What follows belongs to an exercise in optimizing a design on an open flow for small area, a short achievable clock period and few clock cycles per item; a production flow would make more cautious choices. The RTL of this run was laid out without a check of its function. No activity file was given, so power comes from the tool's default toggle rates.

[design/flow/config.mk]
export PLATFORM = sky130hd
export DESIGN_NAME = mproc
export DESIGN_NICKNAME = mproc
export VERILOG_FILES = /design/flow/design.v
export SDC_FILE = /design/flow/constraint.sdc
export NUM_CORES = 4
export LEC_CHECK = 0
export CAP_MARGIN = 20
export CORE_MARGIN = 2
export CORE_UTILIZATION = 40
export SLEW_MARGIN = 20
[design/flow/constraint.sdc]
create_clock -name core_clock -period 12.0 [get_ports {clk}]
set_input_delay 2.4000 -clock core_clock [delete_from_list [all_inputs] [get_ports {clk}]]
set_output_delay 2.4000 -clock core_clock [all_outputs]
set_load 0.01 [all_outputs]
[design/flow/design.v]
module invert (input wire i, output wire o);
   assign o = !i;
endmodule
module and2 (input wire i0, i1, output wire o);
  assign o = i0 & i1;
endmodule
module or2 (input wire i0, i1, output wire o);
  assign o = i0 | i1;
endmodule
module xor2 (input wire i0, i1, output wire o);
  assign o = i0 ^ i1;
endmodule
module nand2 (input wire i0, i1, output wire o);
   wire t;
   and2 and2_0 (i0, i1, t);
   invert invert_0 (t, o);
endmodule
module nor2 (input wire i0, i1, output wire o);
   wire t;
   or2 or2_0 (i0, i1, t);
   invert invert_0 (t, o);
endmodule
module xnor2 (input wire i0, i1, output wire o);
   wire t;
   xor2 xor2_0 (i0, i1, t);
   invert invert_0 (t, o);
endmodule
module and3 (input wire i0, i1, i2, output wire o);
   wire t;
   and2 and2_0 (i0, i1, t);
   and2 and2_1 (i2, t, o);
endmodule
module or3 (input wire i0, i1, i2, output wire o);
   wire t;
   or2 or2_0 (i0, i1, t);
   or2 or2_1 (i2, t, o);
endmodule
module nor3 (input wire i0, i1, i2, output wire o);
   wire t;
   or2 or2_0 (i0, i1, t);
   nor2 nor2_0 (i2, t, o);
endmodule
module nand3 (input wire i0, i1, i2, output wire o);
   wire t;
   and2 and2_0 (i0, i1, t);
   nand2 nand2_1 (i2, t, o);
endmodule
module xor3 (input wire i0, i1, i2, output wire o);
   wire t;
   xor2 xor2_0 (i0, i1, t);
   xor2 xor2_1 (i2, t, o);
endmodule
module xnor3 (input wire i0, i1, i2, output wire o);
   wire t;
   xor2 xor2_0 (i0, i1, t);
   xnor2 xnor2_0 (i2, t, o);
endmodule
module mux2 (input wire i0, i1, j, output wire o);
  assign o = (j==0)?i0:i1;
endmodule
module mux4 (input wire [0:3] i, input wire j1, j0, output wire o);
  wire  t0, t1;
  mux2 mux2_0 (i[0], i[1], j1, t0);
  mux2 mux2_1 (i[2], i[3], j1, t1);
  mux2 mux2_2 (t0, t1, j0, o);
endmodule
module mux8 (input wire [0:7] i, input wire j2, j1, j0, output wire o);
  wire  t0, t1;
  mux4 mux4_0 (i[0:3], j2, j1, t0);
  mux4 mux4_1 (i[4:7], j2, j1, t1);
  mux2 mux2_0 (t0, t1, j0, o);
endmodule
module demux2 (input wire i, j, output wire o0, o1);
  assign o0 = (j==0)?i:1'b0;
  assign o1 = (j==1)?i:1'b0;
endmodule
module demux4 (input wire i, j1, j0, output wire [0:3] o);
  wire  t0, t1;
  demux2 demux2_0 (i, j1, t0, t1);
  demux2 demux2_1 (t0, j0, o[0], o[1]);
  demux2 demux2_2 (t1, j0, o[2], o[3]);
endmodule
module demux8 (input wire i, j2, j1, j0, output wire [0:7] o);
  wire  t0, t1;
  demux2 demux2_0 (i, j2, t0, t1);
  demux4 demux4_0 (t0, j1, j0, o[0:3]);
  demux4 demux4_1 (t1, j1, j0, o[4:7]);
endmodule
module df (input wire clk, in, output wire out);
  reg df_out;
  always@(posedge clk) df_out <= in;
  assign out = df_out;
endmodule
module dfr (input wire clk, reset, in, output wire out);
  wire reset_, df_in;
  invert invert_0 (reset, reset_);
  and2 and2_0 (in, reset_, df_in);
  df df_0 (clk, df_in, out);
endmodule
module dfrl (input wire clk, reset, load, in, output wire out);
  wire _in;
  mux2 mux2_0(out, in, load, _in);
  dfr dfr_1(clk, reset, _in, out);
endmodule
module dfs (input wire clk, set, in, output wire out);
  wire dfr_in,dfr_out;
  invert invert_0(in, dfr_in);
  invert invert_1(dfr_out, out);
  dfr dfr_2(clk, set, dfr_in, dfr_out);
endmodule
module dfsl (input wire clk, set, load, in, output wire out);
  wire _in;
  mux2 mux2_0(out, in, load, _in);
  dfs dfs_1(clk, set, _in, out);
endmodule
module alu_slice (input wire [1:0] op, input wire i0, i1, cin, output wire o, cout);
   wire t_sumdiff, t_and, t_or, t_andor;
   addsub _i0 (op[0], i0, i1, cin, t_sumdiff, cout);
   and2 _i1 (i0, i1, t_and);
   or2 _i2 (i0, i1, t_or);
   mux2 _i3 (t_and, t_or, op[0], t_andor);
   mux2 _i4 (t_sumdiff, t_andor, op[1], o);
endmodule
module alu (input wire [1:0] op, input wire [15:0] i0, i1,
    output wire [15:0] o, output wire cout);
   wire	[14:0] c;
   alu_slice _i0 (op, i0[0], i1[0], op[0] , o[0], c[0]);
   alu_slice _i1 (op, i0[1], i1[1], c[0], o[1], c[1]);
   alu_slice _i2 (op, i0[2], i1[2], c[1], o[2], c[2]);
   alu_slice _i3 (op, i0[3], i1[3], c[2], o[3], c[3]);
   alu_slice _i4 (op, i0[4], i1[4], c[3], o[4], c[4]);
   alu_slice _i5 (op, i0[5], i1[5], c[4], o[5], c[5]);
   alu_slice _i6 (op, i0[6], i1[6], c[5], o[6], c[6]);
   alu_slice _i7 (op, i0[7], i1[7], c[6], o[7], c[7]);
   alu_slice _i8 (op, i0[8], i1[8], c[7], o[8], c[8]);
   alu_slice _i9 (op, i0[9], i1[9], c[8], o[9], c[9]);
   alu_slice _i10 (op, i0[10], i1[10], c[9] , o[10], c[10]);
   alu_slice _i11 (op, i0[11], i1[11], c[10], o[11], c[11]);
   alu_slice _i12 (op, i0[12], i1[12], c[11], o[12], c[12]);
   alu_slice _i13 (op, i0[13], i1[13], c[12], o[13], c[13]);
   alu_slice _i14 (op, i0[14], i1[14], c[13], o[14], c[14]);
   alu_slice _i15 (op, i0[15], i1[15], c[14], o[15], cout);
endmodule
module fa (input wire i0, i1, cin, output wire sum, cout);
   wire t0, t1, t2;
   xor3 _i0 (i0,i1,cin,sum);
   and2 _i1 (i0,i1,t0);
   and2 _i2 (i1,cin,t1);
   and2 _i3 (cin,i0,t2);
   or3 _i4 (t0,t1,t2,cout);
endmodule
module addsub(input wire addsub,i0,i1,cin, output wire sumdiff,cout);
wire t;
fa _i0 (i0,t,cin,sumdiff,cout);
xor2 _i1 (i1,addsub,t);
endmodule
module pc_slice (input wire clk, reset, cin, load, inc, sub, offset,
  output wire cout, pc);
  wire in, inc_, t;
  invert invert_0 (inc, inc_);
  and2 and2_0 (offset, inc_, t);
  addsub addsub_0 (sub, pc, t, cin, in, cout);
  dfrl dfrl_0 (clk, reset, load, in, pc);
endmodule
module pc_slice0 (input wire clk, reset, cin, load, inc, sub, offset,
  output wire cout, pc);
  wire in, t;
  or2 or2_0 (offset, inc, t);
  addsub addsub_0 (sub, pc, t, cin, in, cout);
  dfrl dfrl_0 (clk, reset, load, in, pc);
endmodule
module pc (input wire clk, reset, inc, add, sub, input wire [15:0] offset,
  output wire [15:0] pc);
  wire load; wire [15:0] c;
  or3 or3_0 (inc, add, sub, load);
  pc_slice0 pc_slice_0 (clk, reset, sub, load, inc, sub, offset[0], c[0], pc[0]);
  pc_slice pc_slice_1 (clk, reset, c[0], load, inc, sub, offset[1], c[1], pc[1]);
  pc_slice pc_slice_2 (clk, reset, c[1], load, inc, sub, offset[2], c[2], pc[2]);
  pc_slice pc_slice_3 (clk, reset, c[2], load, inc, sub, offset[3], c[3], pc[3]);
  pc_slice pc_slice_4 (clk, reset, c[3], load, inc, sub, offset[4], c[4], pc[4]);
  pc_slice pc_slice_5 (clk, reset, c[4], load, inc, sub, offset[5], c[5], pc[5]);
  pc_slice pc_slice_6 (clk, reset, c[5], load, inc, sub, offset[6], c[6], pc[6]);
  pc_slice pc_slice_7 (clk, reset, c[6], load, inc, sub, offset[7], c[7], pc[7]);
  pc_slice pc_slice_8 (clk, reset, c[7], load, inc, sub, offset[8], c[8], pc[8]);
  pc_slice pc_slice_9 (clk, reset, c[8], load, inc, sub, offset[9], c[9], pc[9]);
  pc_slice pc_slice_10 (clk, reset, c[9], load, inc, sub, offset[10], c[10], pc[10]);
  pc_slice pc_slice_11 (clk, reset, c[10], load, inc, sub, offset[11], c[11], pc[11]);
  pc_slice pc_slice_12 (clk, reset, c[11], load, inc, sub, offset[12], c[12], pc[12]);
  pc_slice pc_slice_13 (clk, reset, c[12], load, inc, sub, offset[13], c[13], pc[13]);
  pc_slice pc_slice_14 (clk, reset, c[13], load, inc, sub, offset[14], c[14], pc[14]);
  pc_slice pc_slice_15 (clk, reset, c[14], load, inc, sub, offset[15], c[15], pc[15]);
endmodule
module reg_file_2_1 (input wire clk, reset, wr, rd_addr_a, rd_addr_b, wr_addr, d_in, output wire d_out_a, d_out_b);
  wire l0, l1, o0, o1;
  dfrl dfrl_0 (clk, reset, l0, d_in, o0);
  dfrl dfrl_1 (clk, reset, l1, d_in, o1);
  mux2 mux2_a (o0, o1, rd_addr_a, d_out_a);
  mux2 mux2_b (o0, o1, rd_addr_b, d_out_b);
  demux2 demux2_0 (wr, wr_addr, l0, l1);
endmodule
module _reg_file_2_1 (input wire clk, reset, wr, rd_addr_a, rd_addr_b, wr_addr, d_in, output wire d_out_a, d_out_b);
  wire l0, l1, o0, o1;
  dfsl dfsl_0 (clk, reset, l0, d_in, o0);
  dfrl dfrl_1 (clk, reset, l1, d_in, o1);
  mux2 mux2_a (o0, o1, rd_addr_a, d_out_a);
  mux2 mux2_b (o0, o1, rd_addr_b, d_out_b);
  demux2 demux2_0 (wr, wr_addr, l0, l1);
endmodule
module _reg_file_4_1 (input wire clk, reset, wr, input wire [1:0] rd_addr_a, rd_addr_b, wr_addr, input wire d_in, output wire d_out_a, d_out_b);
  wire wr0, wr1, o0_a, o0_b, o1_a, o1_b;
  _reg_file_2_1 reg_file_2_1_0 (clk, reset, wr0, rd_addr_a[0], rd_addr_b[0], wr_addr[0],
  d_in, o0_a, o0_b);
  reg_file_2_1 reg_file_2_1_1 (clk, reset, wr1, rd_addr_a[0], rd_addr_b[0], wr_addr[0],
  d_in, o1_a, o1_b);
  mux2 mux2_a (o0_a, o1_a, rd_addr_a[1], d_out_a);
  mux2 mux2_b (o0_b, o1_b, rd_addr_b[1], d_out_b);
  demux2 demux2_0 (wr, wr_addr[1], wr0, wr1);
endmodule
module reg_file_4_1 (input wire clk, reset, wr, input wire [1:0] rd_addr_a, rd_addr_b, wr_addr, input wire d_in, output wire d_out_a, d_out_b);
  wire wr0, wr1, o0_a, o0_b, o1_a, o1_b;
  reg_file_2_1 reg_file_2_1_0 (clk, reset, wr0, rd_addr_a[0], rd_addr_b[0], wr_addr[0],
  d_in, o0_a, o0_b);
  reg_file_2_1 reg_file_2_1_1 (clk, reset, wr1, rd_addr_a[0], rd_addr_b[0], wr_addr[0],
  d_in, o1_a, o1_b);
  mux2 mux2_a (o0_a, o1_a, rd_addr_a[1], d_out_a);
  mux2 mux2_b (o0_b, o1_b, rd_addr_b[1], d_out_b);
  demux2 demux2_0 (wr, wr_addr[1], wr0, wr1);
endmodule
module reg_file_8_1 (input wire clk, reset, wr, input wire [2:0] rd_addr_a, rd_addr_b, wr_addr, input wire d_in, output wire d_out_a, d_out_b);
  wire wr0, wr1, o0_a, o0_b, o1_a, o1_b;
  _reg_file_4_1 reg_file_4_1_0 (clk, reset, wr0, rd_addr_a[1:0], rd_addr_b[1:0], wr_addr[1:0],
  d_in, o0_a, o0_b);
  reg_file_4_1 reg_file_4_1_1 (clk, reset, wr1, rd_addr_a[1:0], rd_addr_b[1:0], wr_addr[1:0],
  d_in, o1_a, o1_b);
  mux2 mux2_a (o0_a, o1_a, rd_addr_a[2], d_out_a);
  mux2 mux2_b (o0_b, o1_b, rd_addr_b[2], d_out_b);
  demux2 demux2_0 (wr, wr_addr[2], wr0, wr1);
endmodule
module reg_file_8_4 (input wire clk, reset, wr, input wire [2:0] rd_addr_a, rd_addr_b, wr_addr, input wire [3:0] d_in, output wire [3:0] d_out_a, d_out_b);
  reg_file_8_1 reg_file_8_1_0 (clk, reset, wr, rd_addr_a, rd_addr_b, wr_addr,
  d_in[0], d_out_a[0], d_out_b[0]);
  reg_file_8_1 reg_file_8_1_1 (clk, reset, wr, rd_addr_a, rd_addr_b, wr_addr,
  d_in[1], d_out_a[1], d_out_b[1]);
  reg_file_8_1 reg_file_8_1_2 (clk, reset, wr, rd_addr_a, rd_addr_b, wr_addr,
  d_in[2], d_out_a[2], d_out_b[2]);
  reg_file_8_1 reg_file_8_1_3 (clk, reset, wr, rd_addr_a, rd_addr_b, wr_addr,
  d_in[3], d_out_a[3], d_out_b[3]);
endmodule
module reg_file (input wire clk, reset, wr, input wire [2:0] rd_addr_a, rd_addr_b, wr_addr, input wire [15:0] d_in, output wire [15:0] d_out_a, d_out_b);
  reg_file_8_4 reg_file_8_4_0 (clk, reset, wr, rd_addr_a, rd_addr_b, wr_addr,
  d_in[3:0], d_out_a[3:0], d_out_b[3:0]);
  reg_file_8_4 reg_file_8_4_1 (clk, reset, wr, rd_addr_a, rd_addr_b, wr_addr,
  d_in[7:4], d_out_a[7:4], d_out_b[7:4]);
  reg_file_8_4 reg_file_8_4_2 (clk, reset, wr, rd_addr_a, rd_addr_b, wr_addr,
  d_in[11:8], d_out_a[11:8], d_out_b[11:8]);
  reg_file_8_4 reg_file_8_4_3 (clk, reset, wr, rd_addr_a, rd_addr_b, wr_addr,
  d_in[15:12], d_out_a[15:12], d_out_b[15:12]);
endmodule
module mux2_4 (input wire [3:0] i0, i1, input wire j, output wire [3:0] o);
  mux2 mux2_0 (i0[0], i1[0], j, o[0]);
  mux2 mux2_1 (i0[1], i1[1], j, o[1]);
  mux2 mux2_2 (i0[2], i1[2], j, o[2]);
  mux2 mux2_3 (i0[3], i1[3], j, o[3]);
endmodule
module mux2_16 (input wire [15:0] i0, i1, input wire j, output wire [15:0] o);
  mux2_4 mux2_4_0 (i0[3:0], i1[3:0], j, o[3:0]);
  mux2_4 mux2_4_1 (i0[7:4], i1[7:4], j, o[7:4]);
  mux2_4 mux2_4_2 (i0[11:8], i1[11:8], j, o[11:8]);
  mux2_4 mux2_4_3 (i0[15:12], i1[15:12], j, o[15:12]);
endmodule
module reg_alu (input wire clk, reset, sel, wr, input wire [1:0] op, input wire [2:0] rd_addr_a,
  rd_addr_b, wr_addr, input wire [15:0] d_in, output wire [15:0] d_out_a, d_out_b, output wire cout,
  output wire [15:0] wr_data);
  wire [15:0] d_in_alu, d_in_reg; wire cout_0;
  alu alu_0 (op, d_out_a, d_out_b, d_in_alu, cout_0);
  reg_file reg_file_0 (clk, reset, wr, rd_addr_a, rd_addr_b, wr_addr, d_in_reg, d_out_a, d_out_b);
  mux2_16 mux2_16_0 (d_in, d_in_alu, sel, d_in_reg);
  dfr dfr_0 (clk, reset, cout_0, cout);
  assign wr_data = d_in_reg;
endmodule
module ir (input wire clk, reset, load, input wire [15:0] din, output wire [15:0] dout);  
dfrl dfrl_0 (clk, reset, load, din['h0], dout['h0]);  
dfrl dfrl_1 (clk, reset, load, din['h1], dout['h1]);  
dfrl dfrl_2 (clk, reset, load, din['h2], dout['h2]);  
dfrl dfrl_3 (clk, reset, load, din['h3], dout['h3]); 
dfrl dfrl_4 (clk, reset, load, din['h4], dout['h4]);  
dfrl dfrl_5 (clk, reset, load, din['h5], dout['h5]); 
dfrl dfrl_6 (clk, reset, load, din['h6], dout['h6]);  
dfrl dfrl_7 (clk, reset, load, din['h7], dout['h7]);  
dfrl dfrl_8 (clk, reset, load, din['h8], dout['h8]);  
dfrl dfrl_9 (clk, reset, load, din['h9], dout['h9]);  
dfrl dfrl_a (clk, reset, load, din['ha], dout['ha]);  
dfrl dfrl_b (clk, reset, load, din['hb], dout['hb]); 
dfrl dfrl_c (clk, reset, load, din['hc], dout['hc]);  
dfrl dfrl_d (clk, reset, load, din['hd], dout['hd]);  
dfrl dfrl_e (clk, reset, load, din['he], dout['he]); 
dfrl dfrl_f (clk, reset, load, din['hf], dout['hf]);
endmodule
module nor5 (input wire [0:4] i, output wire o);  
wire t; 
or3 or3_0 (i[0],i[1],i[2],t); 
 nor3 nor3_0 (t,i[3],i[4],o);
endmodule
module control_logic (input wire clk, reset, input wire [15:0] cur_ins, 
output wire [2:0] rd_addr_a, rd_addr_b, wr_addr, output wire [1:0] op, output wire pc_inc, load_ir, wr_reg, halted);  
wire t, alu_ins; 
assign halted = ~(pc_inc | t);
 dfsl fetch (clk, reset, 1'b1, wr_reg, pc_inc);  
assign load_ir=pc_inc;  
dfrl dec_exec (clk, reset, 1'b1, load_ir, t); 
 nor5 nor5_0 (cur_ins[15:11], alu_ins);
 and2 and2_0 (t, alu_ins, wr_reg);  
assign rd_addr_a = cur_ins[2:0];
assign rd_addr_b = cur_ins[5:3];  
assign wr_addr = cur_ins[8:6]; 
assign op = cur_ins[10:9];
endmodule
module mproc (input wire clk, reset, input wire [15:0] ins, output wire [15:0] addr,
  output wire halted, wb_en, output wire [2:0] wb_addr, output wire [15:0] wb_data); 
 wire pc_inc, cout, load_ir, wr_reg;
 wire [2:0] rd_addr_a, rd_addr_b, wr_addr; 
wire [1:0] op; 
wire [15:0] cur_ins, d_out_a, d_out_b;  
 pc pc_0 (clk, reset, pc_inc, 1'b0, 1'b0, 16'b0, addr);
ir ir_0 (clk, reset, load_ir, ins, cur_ins);
control_logic control_logic_0 (clk, reset, cur_ins, rd_addr_a, rd_addr_b, wr_addr, op, pc_inc, load_ir, wr_reg, halted);
 reg_alu reg_alu_0 (clk, reset, 1'b1, wr_reg, op, rd_addr_a, rd_addr_b, wr_addr, 16'b0, d_out_a, d_out_b, cout, wb_data);
 assign wb_en = wr_reg;
 assign wb_addr = wr_addr;
endmodule
[design/flow/run.sh]
#!/bin/bash
# synth_recipe.tcl (not shown) runs the flow's synth.tcl, then flattens the netlist and writes it again
# the make line also repeats each setting of config.mk as NAME=value (left out here)
make -C /OpenROAD-flow-scripts/flow DESIGN_CONFIG=/design/flow/config.mk WORK_HOME=/design/flow/orfs CLKGATE_MAP_FILE= SYNTH_SCRIPT=/design/flow/synth_recipe.tcl finish
==> impl_metrics.toml <==
[setup_path]
crit_end = "wb_data[15]"
start_kind = "flip-flop"
crit_fanout = 9
crit_path_top_delay_cell = "mux4_1"
reg2reg_slack_ps = 3360
critPathCaptureType = "output pin"
r2r-start = "ir_0.dfrl_3.dfr_1.df_0.df_out"
path_common_cell = "fa_1"
worstPathRequired_ps = 9600
path_cells = "mux4_1, mux2_2, xnor2_1, fa_2, fa_1, inv_1, fa_1, fa_1, fa_1, fa_1, fa_1, fa_1, fa_1, fa_1, fa_2, fa_1, fa_1, fa_2, nor2b_1, a222oi_1, buf_4, nand3_2, inv_1, clkdlybuf4s50_1"
cpPeakStageDelay_ps = 550
criticalPathCategory = "flip-flop to output pin"
reg2reg_depth = 24
crit_path_start = "ir_0.dfrl_3.dfr_1.df_0.df_out"
arrival_ps = 9190

[die]
start_util_pct = 40.58
core_mm2 = 0.02257
rows = 55
die_h_um = 155.3
die_width_um = 155.3
die_area_mm2 = 0.02413
pin_count = 55

[routing]
initialDrtViolationCount = 404
via_per_inst = 5.573
finalWirelength_um = 22050
drc = 0
avgRoutedWirePerCell_um = 18.61
ant_nets = 0
vias = 6604
dr.pass1.iters = 5

[sta]
tightest_slew_ps = 1073
fin_tns_setup_ps = 0
finalSetupViolCount = 0
relSlewSlack_pct = 28.28
period_share_pct = 96.62
fin_crit_ps = 11590
fmax_mhz = 86.25
hold_violations = 0
slew_viol_final = 0
rsz0062_at_grt = "no"
skew_ps = 11.31

[cells_and_area]
area_growth_pct = 11.83
final_util_pct = 45.38
finalNetCount = 935
diodes = 0
drive_gt1_share_pct = 14.56

[clock_tree]
cts_root_buffer = "clkbuf_16"
cts_tree = "done"
cts.sinks = 162
ctsHoldBuffers = 0
htree_num_levels = 4
insertion_delay_ps = 420
cts_buffer_depth = 2
cts_made_buffers = 17
clk_pin_slew_ps = 60

[placement]
io_buffer_count = 54
dp.final_hpwl_um = 14280
gp_congestion = 0.7565

[synthesis]
synth_top_flop_cell = "dfxtp_1"
synth_compound_area_share_pct = 10.08
synthXorXnorAreaFrac_pct = 1.530
netlist_area_mm2 = 0.009160
yosysUniqueCellTypes = 51
synth-seq-cells = 162
synth_edf_count = 0
async_flop_share_pct = 0
syn_inst = 898
synth.area.mux_share_pct = 23.08
synth_top_family_by_area = "multiplexers"
synthAdderAreaFrac_pct = 5.327
syn_area_per_cell_um2 = 10.20
yosysSeqAreaShare_pct = 35.40
ys_warn_count = 1
synth_simple_gate_area_share_pct = 17.05
synth_nets = 945

[grt]
grt_pass1_vias = 6372
antenna_found_initial = 0
grt_max_degree = 101
grt.overflow.total = 0
grt_pass1_wl_um = 35250
track_usage_pct = 18.78

[power_and_ir_drop]
p_leak_uw = 0.003700
powerDensity_mw_per_mm2 = 152.0
ir_drop_mv = 0.09396

[run]
maxCapViolations = 0

[status]
outcome = "no timing/DRC/antenna violations"

[hold_path]
hp-class = "flip-flop to flip-flop"
==> through the flow <==
step	hold slack (ps)	instances	worst slack (ps)	power (uW)	area, um^2
global placement	455.2	1150	568.5	1016	9594
finish	484.6	1185	405.9	1557	10240
floorplan	439.0	898	1124	899.9	9160
global route	507.0	1185	62.28	1635	10240
detailed placement	470.1	1150	442.9	1015	9594
CTS	478.6	1181	50.88	1565	10200
==> cell usage in the layout (no fill, tap or decap), types with 2 or more instances in the layout <==
cell,n
nand2_1,24
buf_4,23
bufinv_16,2
nand2b_1,9
xnor2_1,15
inv_1,21
nor3_1,15
clkbuf_16,17
nand3b_1,77
clkbuf_8,5
clkdlybuf4s50_1,53
nor3b_1,14
o22ai_1,3
a21o_1,14
mux4_1,7
nor3_2,3
or2_4,2
nor2_1,99
dfxtp_1,157
a32o_1,2
ha_1,15
a211oi_1,27
fa_1,11
o31ai_1,6
clkinv_2,3
o21ai_0,71
nor2b_1,19
mux2i_1,62
maj3_1,2
nand3_1,2
dfxtp_2,4
clkinv_4,3
fa_2,3
mux2_2,4
or3_1,11
a21oi_1,19
nor4_1,2
mux2i_4,2
mux4_2,53
==> worst max-delay path, delay by kind of cell (launching register included) <==
kind | cells | cell delay, ps
xor+xnor | 1 | 180
flops | 1 | 420
mux | 2 | 850
compound gates | 1 | 320
buf+inv | 4 | 850
fa+ha+maj | 14 | 5910
simple gates | 2 | 230
==> how the worst min path moves through the flow <==
stage,startpoint,end,slack (ps),depth (start not counted)
6_report,flip-flop,flip-flop,480,2
5_1_grt,flip-flop,flip-flop,510,2
4_1_cts,flip-flop,flip-flop,480,2
3_5_place_dp,flip-flop,flip-flop,470,2
3_3_place_gp,flip-flop,flip-flop,460,2
2_1_floorplan,flip-flop,flip-flop,440,2
==> what timing repair did <==
| action | in CTS | in global routing |
|---|---|---|
| endpoints found under the setup margin | 1 | 1 |
| cloned | 0 | 0 |
| buffers inserted | 0 | 4 |
| resized for setup | 1 | 6 |
| pin swaps | 0 | 1 |
==> cell type report <==
class / count / area (um^2)
flip-flops and latches: 162 / 3252
multi-input cells: 609 / 5250
fillers: 2138 / 12330
clock buffers: 23 / 498.0
well taps: 285 / 356.6
inverters: 22 / 82.58
clock inverters: 8 / 101.3
repair buffers: 76 / 703.2
==> Yosys cell counts, types with 3 or more instances <==
library cell    n  area share (%)
buf_2          11            0.60
nor2_1         99             4.1
nand2b_1        9            0.61
nor3_1         16            0.87
mux4_2         53              13
inv_1          21            0.86
mux2i_1        62             6.8
buf_4          37             3.0
mux4_1          7             2.0
o31ai_1         6            0.49
a21o_1         14             1.1
fa_1           14             3.1
xnor2_1        15             1.4
a211oi_1       27             2.2
o21ai_0        72             3.9
nand2_1        24            0.98
nor3b_1        14             1.1
dfxtp_1       162              35
or3_1          11            0.75
a21oi_1        19             1.0
buf_6           8            0.98
nor2b_1        19             1.3
mux2_2          4            0.49
nand3b_1       77             6.3
buf_1           4            0.16
ha_1           15             2.0
o22ai_1         3            0.20
clkbuf_1       45             1.8
==> logic make-up after synthesis <==
group,count (synthesis)
DFF,162
and+or+nand+nor,281
muxes,130
adders and majority gates,31
xor gates and xnor gates,16
AOI/OAI and AO/OA,151
buffers and inverters,127
==> per-layer routing <==
layer / part of all wire (%) / wire (um) / track usage, % / up-vias
li1: - / - / - / 3198
met1: 47 / 10350 / 25.60 / 3237
met4: 1.3 / 289 / 5.679 / 0
met5: 0 / 0 / 0 / -
met3: 5.0 / 1098 / 4.123 / 20
met2: 47 / 10320 / 29.96 / 149
==> power breakdown <==
group	internal (uW)	leakage, uW	switching (uW)
logic	203	0.00209	241
clock network	333	0.000299	218
registers	550	0.00131	12.5
total	1090	0.00370	471

[what the ideal ports hide]
In the flow no input, the clock included, has a driving cell. The finished layout below was timed again as built, in two steps. Step 1 assumes that a clkbuf_16 drives the clock port and a buf_2 every other input. Step 2 moves the port delays by t, midway between the first and last clock arrival at a register: inputs arrive t later, outputs are due t later. That takes back most of the time a late clock gives input paths. a / b / c = ideal ports / drivers / drivers and shift; a / b = the first two.
t, ns: 0.467
setup WS [ns]: 0.406 / 0.357 / 0.824
worst setup path at the end: register to output
worst slew at a driven data input, ns: 0.07
After both steps setup and hold are still met in this run. For this run, drivers alone change the setup slack by -0.049 ns; drivers and shift together by +0.418 ns.
